Context: an optimization exercise on an open-source flow, tuned for small area and a short achievable clock period. The choices shown serve that exercise and are no tape-out recipe. In this exercise RTL edits were held to simulation tests only and were not proved equivalent to the original.

## raven
==> flow/design.v (excerpt) <==
module ParzenWindow_NP (
    input  logic        clk_i,
    input  logic        rst_i,
    input  logic [9:0]  tri_i,
    output logic [25:0] win_o
);
==> flow/config.mk <==
export PLATFORM = sky130hd
export DESIGN_NAME = ParzenWindow_NP
export DESIGN_NICKNAME = ParzenWindow_NP
export VERILOG_FILES = /design/flow/design.v
export SDC_FILE = /design/flow/constraint.sdc
export NUM_CORES = 4
export LEC_CHECK = 0
export ABC_AREA = 1
export CAP_MARGIN = 60
export CORE_MARGIN = 2
export CORE_UTILIZATION = 60
export CTS_BUF_LIST = sky130_fd_sc_hd__clkbuf_8
export SLEW_MARGIN = 60
export SYNTH_HIERARCHICAL = 1
export SYNTH_MINIMUM_KEEP_SIZE = 0
export SETUP_SLACK_MARGIN = 6.75
export BUFFER_PORTS_ARGS = -buffer_cell sky130_fd_sc_hd__buf_2
==> flow/constraint.sdc <==
create_clock -name core_clock -period 16.0 [get_ports {clk_i}]
set_input_delay 3.2000 -clock core_clock [delete_from_list [all_inputs] [get_ports {clk_i}]]
set_output_delay 3.2000 -clock core_clock [all_outputs]
set_load 0.01 [all_outputs]
standard.sh (not shown) runs the stock make flow with config.mk's settings and CLKGATE_MAP_FILE= SYNTH_SCRIPT=/design/flow/synth_recipe.tcl, a recipe that flattens the netlist after the stock synthesis.
==> flow/flow/run.sh <==
#!/bin/bash
# Layout flow: the standard flow (standard.sh, unchanged, including its
# synthesis) with two extra ORFS settings appended to the work copy of config.mk:
#  - a larger setup-slack target for OpenROAD's timing repair, so the resizer
#    keeps sizing/buffering critical paths past the default target;
set -euo pipefail
MARGIN=${PW_SETUP_MARGIN:-6.75}
{
  echo "export SETUP_SLACK_MARGIN = ${MARGIN}"
  echo "export BUFFER_PORTS_ARGS = -buffer_cell sky130_fd_sc_hd__buf_2"
} >> config.mk
bash standard.sh > flow_standard.log 2>&1
#### Input delta (harbor over raven)
--- a/flow/flow/run.sh
+++ b/flow/flow/run.sh
@@ -5,5 +5,5 @@
 #    keeps sizing/buffering critical paths past the default target;
 set -euo pipefail
-MARGIN=${PW_SETUP_MARGIN:-6.75}
+MARGIN=${PW_SETUP_MARGIN:-7}
 {
   echo "export SETUP_SLACK_MARGIN = ${MARGIN}"
--- a/flow/config.mk
+++ b/flow/config.mk
@@ -6,5 +6,4 @@
 export NUM_CORES = 4
 export LEC_CHECK = 0
-export ABC_AREA = 1
 export CAP_MARGIN = 60
 export CORE_MARGIN = 2
@@ -14,4 +13,4 @@
 export SYNTH_HIERARCHICAL = 1
 export SYNTH_MINIMUM_KEEP_SIZE = 0
-export SETUP_SLACK_MARGIN = 6.75
+export SETUP_SLACK_MARGIN = 7
 export BUFFER_PORTS_ARGS = -buffer_cell sky130_fd_sc_hd__buf_2
Results
Layout buffer count excluding clock buffers: harbor and raven compared, higher one is harbor. Compared with raven, harbor shows a final area that is about 7% higher.
Input changes introduced in ember (baseline for comparison: harbor):
--- a/flow/flow/run.sh
+++ b/flow/flow/run.sh
@@ -5,5 +5,5 @@
 #    keeps sizing/buffering critical paths past the default target;
 set -euo pipefail
-MARGIN=${PW_SETUP_MARGIN:-7}
+MARGIN=${PW_SETUP_MARGIN:-6.25}
 {
   echo "export SETUP_SLACK_MARGIN = ${MARGIN}"
--- a/flow/config.mk
+++ b/flow/config.mk
@@ -9,8 +9,7 @@
 export CORE_MARGIN = 2
 export CORE_UTILIZATION = 60
-export CTS_BUF_LIST = sky130_fd_sc_hd__clkbuf_8
 export SLEW_MARGIN = 60
 export SYNTH_HIERARCHICAL = 1
 export SYNTH_MINIMUM_KEEP_SIZE = 0
-export SETUP_SLACK_MARGIN = 7
+export SETUP_SLACK_MARGIN = 6.25
 export BUFFER_PORTS_ARGS = -buffer_cell sky130_fd_sc_hd__buf_2
Notes after the runs:
Met1 routing resource usage after global routing delta for ember relative to harbor: 2.3 points lower. Delta (ember minus harbor): setup total negative slack roughly the same; critical path depth in cells moved down. harbor → ember: final cell count -about 4.6%; global-route usage over all layers -1.6 points.

---

## build 54
Starting RTL as in the previous note.
Settings: LEC_CHECK=0, ABC_AREA=1, CAP_MARGIN=60, CORE_MARGIN=2, CORE_UTILIZATION=60, CTS_BUF_LIST=sky130_fd_sc_hd__clkbuf_8, SLEW_MARGIN=60, SYNTH_HIERARCHICAL=1, SYNTH_MINIMUM_KEEP_SIZE=0, SETUP_SLACK_MARGIN=7, BUFFER_PORTS_ARGS=-buffer_cell sky130_fd_sc_hd__buf_2; clock period 16.0 ns.
==> flow/flow/run.sh <==
#!/bin/bash
# Layout flow: the standard flow (standard.sh, unchanged, including its
# synthesis) with two extra ORFS settings appended to the work copy of config.mk:
#  - a larger setup-slack target for OpenROAD's timing repair, so the resizer
#    keeps sizing/buffering critical paths past the default target;
set -euo pipefail
MARGIN=${PW_SETUP_MARGIN:-7}
{
  echo "export SETUP_SLACK_MARGIN = ${MARGIN}"
  echo "export BUFFER_PORTS_ARGS = -buffer_cell sky130_fd_sc_hd__buf_2"
} >> config.mk
bash standard.sh > flow_standard.log 2>&1
Modified inputs, build 11 compared to build 54
- a deleted ABC_AREA that had been 1
- a deleted CTS_BUF_LIST that had been sky130_fd_sc_hd__clkbuf_8
- a change of SETUP_SLACK_MARGIN from 7 to 6.75
diff --git a/flow/flow/run.sh b/flow/flow/run.sh
--- a/flow/flow/run.sh
+++ b/flow/flow/run.sh
@@ -6,3 +6,3 @@
 set -euo pipefail
-MARGIN=${PW_SETUP_MARGIN:-7}
+MARGIN=${PW_SETUP_MARGIN:-6.75}
 {
## What came out
Cmp build 11 vs build 54: area of the multi-input gates higher in build 11
Looking at final critical delay including setup and external delays across both flows, build 11 is the weaker of the two, with build 54 ahead.
Final period utilization came out higher on build 11 than on build 54.
Looking at endpoint of the most critical setup path, the ra_q[8] result is from build 54; the ra_q[9] one comes from build 11.
Here is what was changed in the inputs of build 71 compared with build 11.
- a change of SETUP_SLACK_MARGIN from 6.75 to 6.5
diff --git a/flow/flow/run.sh b/flow/flow/run.sh
--- a/flow/flow/run.sh
+++ b/flow/flow/run.sh
@@ -6,3 +6,3 @@
 set -euo pipefail
-MARGIN=${PW_SETUP_MARGIN:-6.75}
+MARGIN=${PW_SETUP_MARGIN:-6.5}
 {
Results
Diff build 11 -> build 71: routed length per instance -1.6%; via count has decreased; final core utilization dropped 1.3 points; fraction of standard cell area in multi-input logic up 0.96 points. Build 71 finished end to end and its layout was clean on timing, DRC and antenna. Post-route minimum period delta (build 71 − build 11): unfavourable. [compare] base=build 11 new=build 71: number of non-clock buffers in the layout dropped 13%, non-clock buffer share of cell area -0.88 points, placed wire-length estimate rose 0.85%, portion of the clock cycle consumed by the worst path in the final layout higher. Cell area after layout delta for build 71 relative to build 11: 1.9% lower.
Input changes introduced in build 63 (baseline for comparison: build 71):
- ABC_AREA now 1, previously not set
- CTS_BUF_LIST now sky130_fd_sc_hd__clkbuf_8, previously not set
Notes after the runs:
Every run in the comparison, build 71 and build 63, completed the flow with a clean layout. | worst hold slack | higher: build 63 |. Lower area of the multi-input gates among build 71 and build 63: build 63.
### build 63 -> build 20
- swapping 6.5 for 6.75 in SETUP_SLACK_MARGIN
- clearing ABC_AREA, which used to be 1
diff --git a/flow/flow/run.sh b/flow/flow/run.sh
--- a/flow/flow/run.sh
+++ b/flow/flow/run.sh
@@ -6,3 +6,3 @@
 set -euo pipefail
-MARGIN=${PW_SETUP_MARGIN:-6.5}
+MARGIN=${PW_SETUP_MARGIN:-6.75}
 {
Results
Build 20 ended with less cell area after placement than build 63. The final reports for build 20 and build 63 show critical path depth lower in the former. Count of cells resized by post-cts repair, build 63 and build 20, lower one = build 63. Looking only at maximum fanout along the worst path, and setting everything else aside, the higher value of build 63 and build 20 goes to build 20. Changes observed in build 20 relative to build 63: global routing usage on met1 went up by 1.4 points, global routing usage on met2 +1.5 points. Clock input transition at the sequential cells of the worst setup and hold paths, build 63 and build 20: smaller value in build 63. Build 20 vs build 63, instance count: build 20 lower.

## separate check: timing with driven ports
No port has a modelled driver above. Below, the same layouts with a new extraction and two added sets of constraints. Step 1 (the two cells are an assumption about what drives the block):
set clk [get_ports {clk_i}]
set_driving_cell -lib_cell sky130_fd_sc_hd__clkbuf_16 $clk
set_driving_cell -lib_cell sky130_fd_sc_hd__buf_2 [delete_from_list [all_inputs] $clk]
Step 2 moves the port delays by t, midway between the first and last clock arrival at a register: inputs arrive t later, outputs are due t later. That takes back most of the time a late clock gives input paths. Three values: ideal, step 1, step 2; two values: the first two.
| run | t (ns) | setup slack, ns | hold WS [ns] |
|---|---|---|---|
| raven | 0.325 | 7.061 / 7.044 / 6.719 | 3.139 / 3.132 / 3.456 |
| harbor | 0.328 | 6.909 / 6.844 / 6.517 | 3.102 / 3.098 / 3.425 |
| ember | 0.326 | 6.554 / 6.568 / 6.242 | 3.116 / 3.100 / 3.426 |
| build 54 | 0.336 | 7.157 / 7.136 / 6.800 | 3.127 / 3.117 / 3.453 |
| build 11 | 0.318 | 6.933 / 6.928 / 6.610 | 3.129 / 3.121 / 3.438 |
| build 71 | 0.320 | 6.717 / 6.713 / 6.393 | 3.124 / 3.107 / 3.427 |
| build 63 | 0.328 | 6.931 / 6.928 / 6.601 | 3.144 / 3.134 / 3.461 |
| build 20 | 0.327 | 6.946 / 6.929 / 6.602 | 3.110 / 3.106 / 3.433 |
After both steps setup and hold are still met in every run listed. The setup slack of harbor, which loses most, moves by -0.065 ns with the drivers and by -0.392 ns with both steps.
